What follows belongs to an exercise in optimizing a design on an open flow for small area; a production flow would make more cautious choices. Only simulation tests tie the RTL to the original design; equivalence was not proved.

==> flow/design.v, too long to show whole: its modules and the start of the top module <==
// module tv80_alu: 356 lines
// module tv80_mcode: 2185 lines
// module tv80_reg: 41 lines
// module tv80_core: 1188 lines
// module tv80a: 135 lines
module tv80a ( 
  m1_n, mreq_n, iorq_n, rd_n, wr_n, rfsh_n, halt_n, busak_n, A, dout,
  reset_n, clk, wait_n, int_n, nmi_n, busrq_n, di
  );
  // ...
==> flow/run.sh <==
#!/bin/bash
# synth_recipe.tcl (not shown) runs the flow's synth.tcl, then flattens the netlist and writes it again
# the make line also repeats each setting of config.mk as NAME=value (left out here)
make -C /OpenROAD-flow-scripts/flow DESIGN_CONFIG=/design/flow/config.mk WORK_HOME=/design/flow/orfs CLKGATE_MAP_FILE= SYNTH_SCRIPT=/design/flow/synth_recipe.tcl finish
==> flow/config.mk <==
export PLATFORM = sky130hd
export DESIGN_NAME = tv80a
export DESIGN_NICKNAME = tv80a
export VERILOG_FILES = /design/flow/design.v
export SDC_FILE = /design/flow/constraint.sdc
export NUM_CORES = 4
export LEC_CHECK = 0
export CAP_MARGIN = 20
export CORE_MARGIN = 2
export CORE_UTILIZATION = 30
export SLEW_MARGIN = 20
==> flow/constraint.sdc <==
create_clock -name core_clock -period 20.0 [get_ports {clk}]
set_input_delay 4.0000 -clock core_clock [delete_from_list [all_inputs] [get_ports {clk}]]
set_output_delay 4.0000 -clock core_clock [all_outputs]
set_load 0.01 [all_outputs]
==> out/qor.txt, run 1 <==
CTS tree: done
Non-CTS buffers: 211
Top class by area: multi-input gates
post-synthesis mux area share: 9.04%
crit-path max FO: 3
Remaining DRCs: 0
clock sinks: 367
reg-to-reg startpoint: i_tv80_core.tstate[1]
final WL: 189000 um
Seq cells post-synth: 367
worst hold slack: 0.463 ns
Synth Area in Simple Gates: 21.8%
Initial DRT Pass Iterations: 12
Fillers: 12.5k
DRT met1 WL: 75300 um
CTS clock-pin slew for the worst setup and hold paths: 0.05 ns
status: finished clean
setup_tns: 0 ns
met3 routed WL: 23600 um
number of cells on the critical path: 4
cts bufs inserted: 44
crit-path most repeated cell: a21oi_1
worst reg2reg path depth: 0
seq_cells: 367
Hold Fails Final Rpt: 0
==> run 2: changes to the inputs <==
==> flow/flow/run.sh (new file) <==
#!/bin/bash
# Own flow: the standard layout (standard.sh), but synthesis maps the
# combinational logic with an area-oriented abc script (see my_synth.tcl),
# and CTS runs without dummy loads. Each tool's output goes to a log here.
set -euo pipefail
W=$(pwd)
F=$W/flow
export MY_ABC_SCRIPT=$F/abc_area_deep.script
CTS="-sink_clustering_enable -repair_clock_nets -dont_use_dummy_load"
bash standard.sh SYNTH_SCRIPT=$F/my_synth.tcl "CTS_ARGS=$CTS" finish > $W/flow_make.log 2>&1
cp orfs/logs/sky130hd/tv80a/base/*.log $W/ 2>/dev/null || true
test -f out/final.def
==> flow/flow/abc_area_deep.script (new file) <==
&get -n
&st
&deepsyn -T 120
&dch -f
&nf -a
&put
topo
==> flow/flow/my_synth.tcl (new file) <==
# The standard synthesis script (synth_recipe.tcl), with one change: the
# combinational logic is mapped by abc with an area-oriented script
# (flow/abc_area_deep.script) instead of ORFS's speed script. Registers are
# mapped before abc, so they are the same as the standard synthesis's.
proc synth {args} { yosys synth -nofsm -noshare {*}$args }
proc abc {args} {
  set i [lsearch $args -script]
  lset args [expr {$i+1}] $::env(MY_ABC_SCRIPT)
  set j [lsearch $args -D]
  if {$j >= 0} { set args [lreplace $args $j [expr {$j+1}]] }
  puts "my_synth: abc $args"
  yosys abc {*}$args
}
source $::env(SCRIPTS_DIR)/synth.tcl
# left out here: clear keep_hierarchy, flatten, clean up, hide names made inside functions, write 1_2_yosys.v
==> flow/standard.sh (new file) <==
#!/bin/bash
# synth_recipe.tcl (not shown) runs the flow's synth.tcl, then flattens the netlist and writes it again
# the make line also repeats each setting of config.mk as NAME=value (left out here)
make -C /OpenROAD-flow-scripts/flow DESIGN_CONFIG=/design/flow/config.mk WORK_HOME=/design/flow/orfs CLKGATE_MAP_FILE= SYNTH_SCRIPT=/design/flow/synth_recipe.tcl "${@:-finish}"
removed: flow/run.sh
==> run 2 against run 1 <==
Net effect:
- still clean
- die area shrank 23%
- non-clock buffer count shrank 41
- worst setup slack lost 0.19 ns
- synthesized cell count shrank 28%
- synthesized area shrank 23%
- core utilization grew 1.6 points
- flip-flop and latch count is the same
- cell count shrank 22%
- critical path type unchanged
- critical endpoint is now rd_n
- highest routed layer unchanged
==> out/qor.txt, run 2 <==
most common cell in the netlist: nor2_1 (was nand2_1)
Synth Area in Simple Gates: 22.0% (was 21.8%)
reg-to-reg startpoint: i_tv80_core.IR[5] (was i_tv80_core.tstate[1])
vias in the first global route: 29.4k (was 36.2k)
GPL Wtd Cong: 1.04 (was 1.08)
main combinational cell family by area after synthesis: compound AO/OA/AOI/OAI gates (unchanged)
commonest cells after routing, fill and taps aside: 469 x nor2_1, 343 x nand2_1, 267 x o21ai_0 (was 573 x nand2_1, 412 x nor2_1, 387 x a21oi_1)
Mapped Cells: 3250 (was 4501)
Synth area leaders: edfxtp_1 19%, dfrtp_1 12%, nor2_1 6.4% (was edfxtp_1 14%, dfrtp_1 9.3%, nand2_1 6.0%)
worst hold slack: 0.481 ns (was 0.463 ns)
Cell Area, Synth: 27400 um^2 (was 35600 um^2)
Initial Utilization: 30.4% (was 30.2%)
CTS Root Cell: clkbuf_16 (unchanged)
clk_skew: 0.0708 ns (was 0.0507 ns)
FF+latch area: 10000 um^2 (was 10100 um^2)
reg2reg setup slack: 8.92 ns (was 9.38 ns)
top_reg_cell synth: edfxtp_1 (unchanged)
Fillers: 9432 (was 12.5k)
Crit Path Class: reg -> out (unchanged)
row count: 110 (was 126)
WHS Endpoint: i_tv80_core.NMI_s (was i_tv80_core.BTR_r)
Post-CTS Setup Repair Bufs: 0 (unchanged)
Yosys warning count: 5 (unchanged)
Post-Syn Nets: 3376 (was 4627)
sequential share of the synthesized area: 36.6% (was 28.2%)
WL per Instance: 33.1 um (was 31.7 um)
Pins Over Slew Limit: 0 (unchanged)
DRT iter0 DRCs: 5228 (was 6353)
RSZ-0062 raised after global routing: false (unchanged)
Nets: 3596 (was 4513)
Hold Crit Class: reg -> reg (unchanged)
crit-path max FO: 3 (unchanged)
die area: 93800 um^2 (was 121000 um^2)
Post-CTS Resized: 0 (unchanged)
initial antenna violation count: 6 (was 9)
top-area cell type share of the netlist area: 18.6% (was 14.3%)
core area: 90300 um^2 (was 118000 um^2)
Seq cells post-synth: 367 (unchanged)
Final Core Density: 34.9% (was 33.3%)
vias per cell: 6.71 (was 6.60)
Remaining Overflow, GRT: 0 (unchanged)
Die Height: 306 um (was 348 um)
final WL: 154000 um (was 189000 um)
setup_tns: 0 ns (unchanged)
cts bufs inserted: 46 (was 44)
Clock Path Buffers: 3 (unchanged)
gr usage total: 31.8% (was 30.0%)
Hold Fails Final Rpt: 0 (unchanged)
footprint of the multi-input gates: 17000 um^2 (was 23600 um^2)
status: finished clean (unchanged)
post-route ant nets: 0 (unchanged)
hold depth: 2 (was 1)
post-synthesis cell type count: 74 (was 124)
XOR/XNOR Fraction of Synth Area: 2.81% (was 2.52%)
Rel. slew slack: 21.8% (was 10.6%)
Compound-Gate Fraction of Synth Area: 29.3% (was 28.3%)
endpoints failing setup: 0 (unchanged)
CTS tree: done (unchanged)
syn_area_per_cell: 8.43 um^2 (was 7.91 um^2)
worst hold start: i_tv80_core.Oldnmi_n (was i_tv80_core.No_BTR)
most common cell after layout, fill and taps aside: nor2_1 (was nand2_1)
Hold-fix buffers, CTS: 0 (unchanged)
worst reg2reg path depth: 35 (was 0)
Worst Tran Pin Value: 1.17 ns (was 1.30 ns)
commonest cells in the synthesized netlist: 470 x nor2_1, 343 x nand2_1, 271 x o21ai_0, 255 x a21oi_1, 170 x edfxtp_1 (was 573 x nand2_1, 417 x nor2_1, 389 x a21oi_1, 345 x o21ai_0, 266 x clkbuf_1)
largest net degree at the start of global routing: 85 (was 92)
Initial DRT Pass Iterations: 9 (was 12)
Post-synth EDFFs: 170 (unchanged)
share of layout cells above drive strength 1: 7.06% (was 12.0%)
post-synthesis mux area share: 2.40% (was 9.04%)
routed via count: 31.2k (was 39.3k)
required time worst endpoint: 16.00 ns (about the same)
leading registers by flop count: i_tv80_core.i_reg.RegsH (64), i_tv80_core.i_reg.RegsL (64) (unchanged)
max cap viols: 0 (unchanged)
area leader, netlist: edfxtp_1 (unchanged)
IO buf count: 45 (unchanged)
IO Count: 46 (unchanged)
CTS clock-pin slew for the worst setup and hold paths: 0.05 ns (about the same)
hpwl dp: 116000 um (was 138000 um)
ys async rst share: 50.4% (unchanged)
Layout area overhead: 15.0% (was 10.3%)
Crit. End Element: output port (unchanged)
R2R Path End: i_tv80_core.i_reg.RegsH[7][7] (was tstate_r[1])
Die Wd: 306 um (was 348 um)
Adder-Cell Fraction of Synth Area: 5.33% (was 4.10%)
CP startpoint kind: flop (unchanged)
H-tree depth: 2 (unchanged)
clock sinks: 367 (unchanged)
first-pass GRT wire length: 219000 um (was 269000 um)
Arr. time, crit path: 12.05 ns (was 11.86 ns)
Remaining DRCs: 0 (unchanged)
Clk Latency, worst-skew pair: 0.62 ns (was 0.65 ns)
==> run 2: final cells by class <==
type	count	share of cell area (%)
flip-flops and latches	367	31.9
well taps	1176	4.67
inverters	112	1.33
multi-input cells	2770	54.0
clock inverters	3	0.0357
repair buffers	170	4.43
diodes	1	0.00794
clock buffers	46	3.65
==> run 2: worst max-delay path by stage <==
stage / startpoint / endpoint / cells after the start
floorplan: tstate_r[1] / mreq_n / 2
global placement: tstate_r[2] / rd_n / 6
detailed placement: tstate_r[2] / rd_n / 6
CTS: tstate_r[2] / rd_n / 6
global route: tstate_r[2] / rd_n / 6
finish: tstate_r[2] / rd_n / 6
==> run 2: metrics by stage <==
stage,instance area (um^2),worst slack [ns],instances
after CTS,31500,3.93,4643
final,31500,3.95,4645
after global routing,31500,3.85,4644
after floorplan,27400,5.10,3250
after detailed placement,30300,4.55,4595
after global placement,30300,4.49,4595
==> run 2: layer usage <==
metal / track usage, % / vias to the layer above / part of all wire [%]
met5: 0 / - / 0.031
li1: - / 13200 / -
met4: 17.2 / 8 / 6.6
met2: 48.4 / 2308 / 43
met1: 41.4 / 15100 / 39
met3: 7.69 / 531 / 12
==> run 2: cell families after synthesis <==
kind of cell | count (synthesis)
compound gates | 1201
simple gates | 1310
xor+xnor | 88
mux | 59
fa+ha+maj | 112
buf+inv | 113
flops | 367
==> run 2: worst max-delay path: stages (launching register included) <==
cell	delay [ns]
dfxtp_1	0.31
nor2_1	0.10
nor2_1	0.05
nand2_1	0.10
o21ai_0	0.12
o221ai_1	0.21
clkdlybuf4s50_1	0.57
==> run 3: changes to the inputs <==
--- a/flow/config.mk
+++ b/flow/config.mk
@@ -6,6 +6,6 @@
 export NUM_CORES = 4
 export LEC_CHECK = 0
-export CAP_MARGIN = 20
+export CAP_MARGIN = 10
 export CORE_MARGIN = 2
-export CORE_UTILIZATION = 30
-export SLEW_MARGIN = 20
+export CORE_UTILIZATION = 50
+export SLEW_MARGIN = 10
==> run 3 against run 2 <==
Net effect:
- still clean on timing, DRC and antenna
- worst setup slack got worse by 0.044 ns
- via count rose by 6.5%
- synthesized cell count did not move
- synthesized area did not move
- critical path type unchanged
- largest cell class unchanged
==> out/qor.txt, run 3 <==
status: finished clean (unchanged)
worst hold slack: 0.478 ns (was 0.481 ns)
top_reg_cell synth: edfxtp_1 (unchanged)
syn_area_per_cell: 8.43 um^2 (unchanged)
clock sinks: 367 (unchanged)
reg2reg setup slack: 8.86 ns (was 8.92 ns)
CP startpoint kind: flop (unchanged)
final WL: 151000 um (was 154000 um)
DRT iter0 DRCs: 7034 (was 5228)
crit-path most repeated cell: nor2_1 (unchanged)
Remaining Overflow, GRT: 0 (unchanged)
leading registers by flop count: i_tv80_core.i_reg.RegsH (64), i_tv80_core.i_reg.RegsL (64) (unchanged)
WL per Instance: 36.4 um (was 33.1 um)
M3 GR Usage: 22.2% (was 7.69%)
Rel. slew slack: 7.53% (was 21.8%)
Pins Over Slew Limit: 0 (unchanged)
clk_skew: 0.0641 ns (was 0.0708 ns)
most common cell after layout, fill and taps aside: nor2_1 (unchanged)
Die Height: 238 um (was 306 um)
H-tree depth: 2 (unchanged)
Fillers: 4880 (was 9432)
RSZ-0062 raised after global routing: false (unchanged)
cts bufs inserted: 41 (was 46)
Post-CTS Resized: 0 (unchanged)
die area: 56700 um^2 (was 93800 um^2)
Hold Crit Class: reg -> reg (unchanged)
Nets: 3576 (was 3596)
routing usage on met1: 63.0% (was 41.4%)
Worst Tran Pin Value: 1.37 ns (was 1.17 ns)
share of layout cells above drive strength 1: 6.47% (was 7.06%)
IO Count: 46 (unchanged)
setup_tns: 0 ns (unchanged)
Post-CTS Setup Repair Bufs: 0 (unchanged)
Layout area overhead: 12.0% (was 15.0%)
Yosys warning count: 5 (unchanged)
Clk Latency, worst-skew pair: 0.62 ns (about the same)
crit path cell chain: nor2_1, nor2_1, nand2_1, o21ai_0, o221ai_1, clkdlybuf4s50_1 (unchanged)
row count: 85 (was 110)
Crit Path Class: reg -> out (unchanged)
Final Core Density: 56.8% (was 34.9%)
area leader, netlist: edfxtp_1 (unchanged)
Post-Syn Nets: 3376 (unchanged)
Die Wd: 238 um (was 306 um)
commonest cells after routing, fill and taps aside: 470 x nor2_1, 343 x nand2_1, 269 x o21ai_0 (was 469 x nor2_1, 343 x nand2_1, 267 x o21ai_0)
Mapped Cells: 3250 (unchanged)
Hold Fails Final Rpt: 0 (unchanged)
worst hold start: i_tv80_core.No_BTR (was i_tv80_core.Oldnmi_n)
Initial Utilization: 50.7% (was 30.4%)
vias per cell: 7.99 (was 6.71)
ys async rst share: 50.4% (unchanged)
Hold-fix buffers, CTS: 0 (unchanged)
Most Used Layer, Global Route: met2 (unchanged)
required time worst endpoint: 16.00 ns (about the same)
first-pass GRT wire length: 216000 um (was 219000 um)
post-synthesis cell type count: 74 (unchanged)
Initial DRT Pass Iterations: 17 (was 9)
endpoints failing setup: 0 (unchanged)
hpwl dp: 110000 um (was 116000 um)
Worst Path Buf+Inv: 1 (unchanged)
GPL Wtd Cong: 1.10 (was 1.04)
initial antenna violation count: 12 (was 6)
worst reg2reg path depth: 35 (unchanged)
max cap viols: 0 (unchanged)
largest net degree at the start of global routing: 60 (was 85)
WHS Endpoint: i_tv80_core.BTR_r (was i_tv80_core.NMI_s)
top-area cell type share of the netlist area: 18.6% (unchanged)
Arr. time, crit path: 12.10 ns (was 12.05 ns)
IO buf count: 45 (unchanged)
Cell Area, Synth: 27400 um^2 (unchanged)
CTS tree: done (unchanged)
CTS clock-pin slew for the worst setup and hold paths: 0.06 ns (was 0.05 ns)
Post-synth EDFFs: 170 (unchanged)
most common cell in the netlist: nor2_1 (unchanged)
commonest cells in the synthesized netlist: 470 x nor2_1, 343 x nand2_1, 271 x o21ai_0, 255 x a21oi_1, 170 x edfxtp_1 (unchanged)
crit-path max FO: 3 (unchanged)
reg-to-reg startpoint: i_tv80_core.IR[6] (was i_tv80_core.IR[5])
max incr delay on CP: 0.58 ns (was 0.57 ns)
met2 Use GR: 73.9% (was 48.4%)
critical path's slowest cell: clkdlybuf4s50_1 (unchanged)
Seq cells post-synth: 367 (unchanged)
Remaining DRCs: 0 (unchanged)
vias in the first global route: 31.2k (was 29.4k)
R2R Path End: i_tv80_core.i_reg.RegsH[0][7] (was i_tv80_core.i_reg.RegsH[7][7])
Clock Path Buffers: 3 (unchanged)
Synth area leaders: edfxtp_1 19%, dfrtp_1 12%, nor2_1 6.4% (unchanged)
CP top delay family: buffers and inverters (unchanged)
routed via count: 33.2k (was 31.2k)
core area: 54000 um^2 (was 90300 um^2)
post-route ant nets: 0 (unchanged)
hold depth: 1 (was 2)
Crit. End Element: output port (unchanged)
sequential share of the synthesized area: 36.6% (unchanged)
gr usage total: 52.2% (was 31.8%)
CTS Root Cell: clkbuf_16 (unchanged)
==> run 3: per-layer routing <==
| layer | vias to the layer above | wire length (um) | share of wire, % |
|---|---|---|---|
| met5 | - | 46 | 0.030 |
| met2 | 3520 | 60400 | 40 |
| met1 | 15400 | 50300 | 33 |
| met3 | 1081 | 25100 | 17 |
| met4 | 8 | 15200 | 10 |
| li1 | 13200 | - | - |
==> run 3: metrics by stage <==
stage | cell area, um^2 | std cells | setup slack (ns)
3_5_place_dp | 29600 | 4098 | 4.54
6_report | 30700 | 4154 | 3.90
4_1_cts | 30600 | 4141 | 3.93
2_1_floorplan | 27400 | 3250 | 5.10
3_3_place_gp | 29600 | 4098 | 4.49
5_1_grt | 30700 | 4145 | 3.83
==> run 3: final cells by class <==
class                   instances  area [um^2]  share of cell area (%)
clock inverters                 3         11.3                  0.0367
inverters                     112          420                    1.37
flip-flops and latches        367        10000                    32.7
multi-input cells            2770        17000                    55.4
repair buffers                155         1280                    4.17
clock buffers                  41         1030                    3.34
diodes                         10         25.0                  0.0815
well taps                     696          871                    2.84
==> run 3: cell families (layout without fill, tap and decap cells) <==
| family | Yosys count | in the layout | share of synthesized area [%] |
|---|---|---|---|
| simple gates | 1310 | 1310 | 22.0 |
| compound gates | 1201 | 1201 | 29.3 |
| flops | 367 | 367 | 36.6 |
| buf+inv | 113 | 311 | 1.55 |
| fa+ha+maj | 112 | 112 | 5.33 |
| xor+xnor | 88 | 88 | 2.81 |
| mux | 59 | 59 | 2.40 |
| other cells | 0 | 10 | 0 |
==> run 3: worst max-delay path by stage <==
stage	from	depth (start not counted)	to
finish	tstate_r[2]	6	rd_n
global placement	tstate_r[2]	6	rd_n
detailed placement	tstate_r[2]	6	rd_n
CTS	tstate_r[2]	6	rd_n
floorplan	tstate_r[1]	2	mreq_n
global route	tstate_r[2]	6	rd_n
==> run 3: worst reg2reg max path: cells and delay by family, from the launching register on <==
family	cells	cell delay (ns)
DFF	1	0.57
xor gates and xnor gates	1	0.13
buffers and inverters	3	0.92
AOI/OAI and AO/OA	23	6.57
and+or+nand+nor	6	1.74
adders and majority gates	2	1.07
==> run 4: changes to the inputs <==
==> flow/flow/run.sh (replaced) <==
#!/bin/bash
# Own flow: the standard layout (standard.sh), with these changes:
#  - synthesis maps the combinational logic with an area-oriented abc script
#    (see my_synth.tcl; registers are mapped before abc, as in the standard one);
#  - ports are buffered with the smallest buffer;
#  - CTS uses no dummy loads and clkbuf_8 buffers.
# Each tool's output goes to a log file in this folder.
set -euo pipefail
W=$(pwd)
F=$W/flow
export MY_ABC_SCRIPT=$F/abc_area_deep.script
CTS="-sink_clustering_enable -repair_clock_nets -dont_use_dummy_load -buf_list sky130_fd_sc_hd__clkbuf_8"
bash standard.sh SYNTH_SCRIPT=$F/my_synth.tcl "CTS_ARGS=$CTS" \
  "BUFFER_PORTS_ARGS=-buffer_cell sky130_fd_sc_hd__buf_1" finish > $W/flow_make.log 2>&1
cp orfs/logs/sky130hd/tv80a/base/*.log $W/ 2>/dev/null || true
test -f out/final.def
--- a/flow/config.mk
+++ b/flow/config.mk
@@ -6,6 +6,7 @@
 export NUM_CORES = 4
 export LEC_CHECK = 0
-export CAP_MARGIN = 10
+export CAP_MARGIN = 20
 export CORE_MARGIN = 2
 export CORE_UTILIZATION = 50
-export SLEW_MARGIN = 10
+export GPL_TIMING_DRIVEN = 0
+export SLEW_MARGIN = 20
==> run 4 against run 3 <==
Net effect:
- clock skew rose by 0.016 ns
- global-route usage fell by 4.2 points
- sequential share of layout area rose by 0.34 points
- worst setup slack improved by 0.36 ns
- via count fell by 3.2%
- core utilization fell by 1.3 points
- still clean
- die area rose by 0.48%
- register-to-register slack got worse by 1.0 ns
- flip-flop and latch count did not move
- worst hold slack got worse by 0.026 ns
==> out/qor.txt, run 4 <==
Initial Utilization: 50.3% (was 50.7%)
leading registers by flop count: i_tv80_core.i_reg.RegsH (64), i_tv80_core.i_reg.RegsL (64) (unchanged)
Hold Crit Class: reg -> reg (unchanged)
Crit. End Element: output port (unchanged)
area leader, netlist: edfxtp_1 (unchanged)
WL per Instance: 34.1 um (was 36.4 um)
share of layout cells above drive strength 1: 6.58% (was 6.47%)
post-synthesis cell type count: 77 (was 74)
worst reg2reg path depth: 35 (unchanged)
Remaining Overflow, GRT: 0 (unchanged)
Arr. time, crit path: 11.73 ns (was 12.10 ns)
Initial DRT Pass Iterations: 10 (was 17)
GPL Wtd Cong: 1.05 (was 1.10)
Worst Path Buf+Inv: 1 (unchanged)
crit-path max FO: 3 (unchanged)
row count: 86 (was 85)
clk_skew: 0.0800 ns (was 0.0641 ns)
Clock Path Buffers: 3 (unchanged)
CTS clock-pin slew for the worst setup and hold paths: 0.05 ns (was 0.06 ns)
Yosys warning count: 5 (unchanged)
first-pass GRT wire length: 202000 um (was 216000 um)
Clk Latency, worst-skew pair: 0.72 ns (was 0.62 ns)
worst hold slack: 0.452 ns (was 0.478 ns)
IO Count: 46 (unchanged)
hold depth: 1 (unchanged)
Crit Path Class: reg -> out (unchanged)
Die Height: 239 um (was 238 um)
DRT iter0 DRCs: 6020 (was 7034)
clock sinks: 367 (unchanged)
max incr delay on CP: 0.34 ns (was 0.58 ns)
critical path's slowest cell: dfxtp_1 (was clkdlybuf4s50_1)
sequential share of the synthesized area: 36.5% (was 36.6%)
largest net degree at the start of global routing: 61 (was 60)
final WL: 141000 um (was 151000 um)
Nets: 3548 (was 3576)
Hold-fix buffers, CTS: 0 (unchanged)
commonest cells after routing, fill and taps aside: 436 x nor2_1, 349 x nand2_1, 261 x a21oi_1 (was 470 x nor2_1, 343 x nand2_1, 269 x o21ai_0)
endpoints failing setup: 0 (unchanged)
Pins Over Slew Limit: 0 (unchanged)
max cap viols: 0 (unchanged)
Synth area leaders: edfxtp_1 19%, dfrtp_1 12%, nor2_1 6.0% (was edfxtp_1 19%, dfrtp_1 12%, nor2_1 6.4%)
core area: 54800 um^2 (was 54000 um^2)
Post-synth EDFFs: 170 (unchanged)
vias per cell: 7.79 (was 7.99)
reg2reg setup slack: 7.85 ns (was 8.86 ns)
crit path cell chain: nor2_1, nor3_1, o32a_1, o21ai_0, buf_1 (was nor2_1, nor2_1, nand2_1, o21ai_0, o221ai_1, clkdlybuf4s50_1)
H-tree depth: 2 (unchanged)
most common cell in the netlist: nor2_1 (unchanged)
commonest cells in the synthesized netlist: 440 x nor2_1, 352 x nand2_1, 262 x a21oi_1, 262 x o21ai_0, 170 x edfxtp_1 (was 470 x nor2_1, 343 x nand2_1, 271 x o21ai_0, 255 x a21oi_1, 170 x edfxtp_1)
hpwl dp: 104000 um (was 110000 um)
Post-CTS Resized: 0 (unchanged)
die area: 57000 um^2 (was 56700 um^2)
IO buf count: 45 (unchanged)
Worst Tran Pin Value: 1.23 ns (was 1.37 ns)
RSZ-0062 raised after global routing: false (unchanged)
post-route ant nets: 0 (unchanged)
top_reg_cell synth: edfxtp_1 (unchanged)
Cell Area, Synth: 27500 um^2 (was 27400 um^2)
gr usage total: 48.1% (was 52.2%)
Post-CTS Setup Repair Bufs: 0 (unchanged)
Layout area overhead: 10.5% (was 12.0%)
CP startpoint kind: flop (unchanged)
Remaining DRCs: 0 (unchanged)
initial antenna violation count: 3 (was 12)
Seq cells post-synth: 367 (unchanged)
ys async rst share: 50.4% (unchanged)
syn_area_per_cell: 8.44 um^2 (was 8.43 um^2)
most common cell after layout, fill and taps aside: nor2_1 (unchanged)
Post-Syn Nets: 3389 (was 3376)
CP top delay family: flip-flops (was buffers and inverters)
setup_tns: 0 ns (unchanged)
required time worst endpoint: 16.00 ns (about the same)
routed via count: 32.1k (was 33.2k)
CTS Root Cell: clkbuf_8 (was clkbuf_16)
vias in the first global route: 29.8k (was 31.2k)
cts bufs inserted: 61 (was 41)
Hold Fails Final Rpt: 0 (unchanged)
CTS tree: done (unchanged)
Die Wd: 239 um (was 238 um)
Rel. slew slack: 16.9% (was 7.53%)
Mapped Cells: 3263 (was 3250)
top-area cell type share of the netlist area: 18.5% (was 18.6%)
number of cells on the critical path: 5 (was 6)
status: finished clean (unchanged)
-- run 4: changes by cell type after synthesis, sizes merged, moves of 9 or more --
cell | previous run | this run
a22oi | 42 | 58
o221ai | 64 | 48
nor2 | 470 | 440
nand3 | 68 | 87
o21bai | 21 | 36
a222oi | 44 | 33
nand2 | 343 | 352
o21ai | 271 | 262
nand4 | 49 | 31
xnor2 | 55 | 66
a31oi | 31 | 43
-- run 4: logic make-up (layout without fill, tap and decap cells) --
kind of cell,count (synthesis),in the layout,share of synthesized area (%)
AO/OA/AOI/OAI,1218,1218,29.4
XOR/XNOR,99,99,3.15
flip-flops,367,367,36.5
adder cells (fa/ha/maj),113,113,5.34
other,0,4,0
multiplexers,58,58,2.30
AND/OR/NAND/NOR,1300,1300,21.9
buffers and inverters,108,265,1.47
-- run 4: layout make-up --
class,count,area (um^2)
inverters,107,407
clock inverters,3,11.3
diodes,4,10.0
flip-flops and latches,367,10100
clock buffers,61,840
fillers,5037,24300
repair buffers,94,870
well taps,704,881
multi-input cells,2788,17300
-- run 4: worst paths after layout --
path / from / to
setup / recovery: tstate_r[2] / rd_n
min in group asynchronous: reset_n / i_tv80_core.INT_s
hold / removal: i_tv80_core.No_BTR / i_tv80_core.BTR_r
setup reg to reg: i_tv80_core.IR[6] / i_tv80_core.IncDecZ
max in group asynchronous: reset_n / i_tv80_core.PC[12]
hold reg to reg: i_tv80_core.No_BTR / i_tv80_core.BTR_r
-- run 4: stage by stage --
| step | utilization, % | instances | instance area [um^2] | worst slack [ns] |
|---|---|---|---|---|
| 2_1_floorplan | - | 3263 | 27500 | 5.12 |
| 3_3_place_gp | 52.2 | 4012 | 28600 | 4.95 |
| 3_5_place_dp | 53.9 | 4061 | 29500 | 4.92 |
| 4_1_cts | 55.5 | 4124 | 30400 | 4.26 |
| 5_1_grt | 55.5 | 4125 | 30400 | 4.17 |
| 6_report | 55.6 | 4128 | 30400 | 4.27 |
-- run 4: routing by layer --
| layer | track usage (%) | part of all wire (%) |
|---|---|---|
| met3 | 14.4 | 14 |
| met5 | 0 | 0.0071 |
| met2 | 70.4 | 41 |
| met1 | 60.7 | 35 |
| met4 | 33.7 | 9.0 |
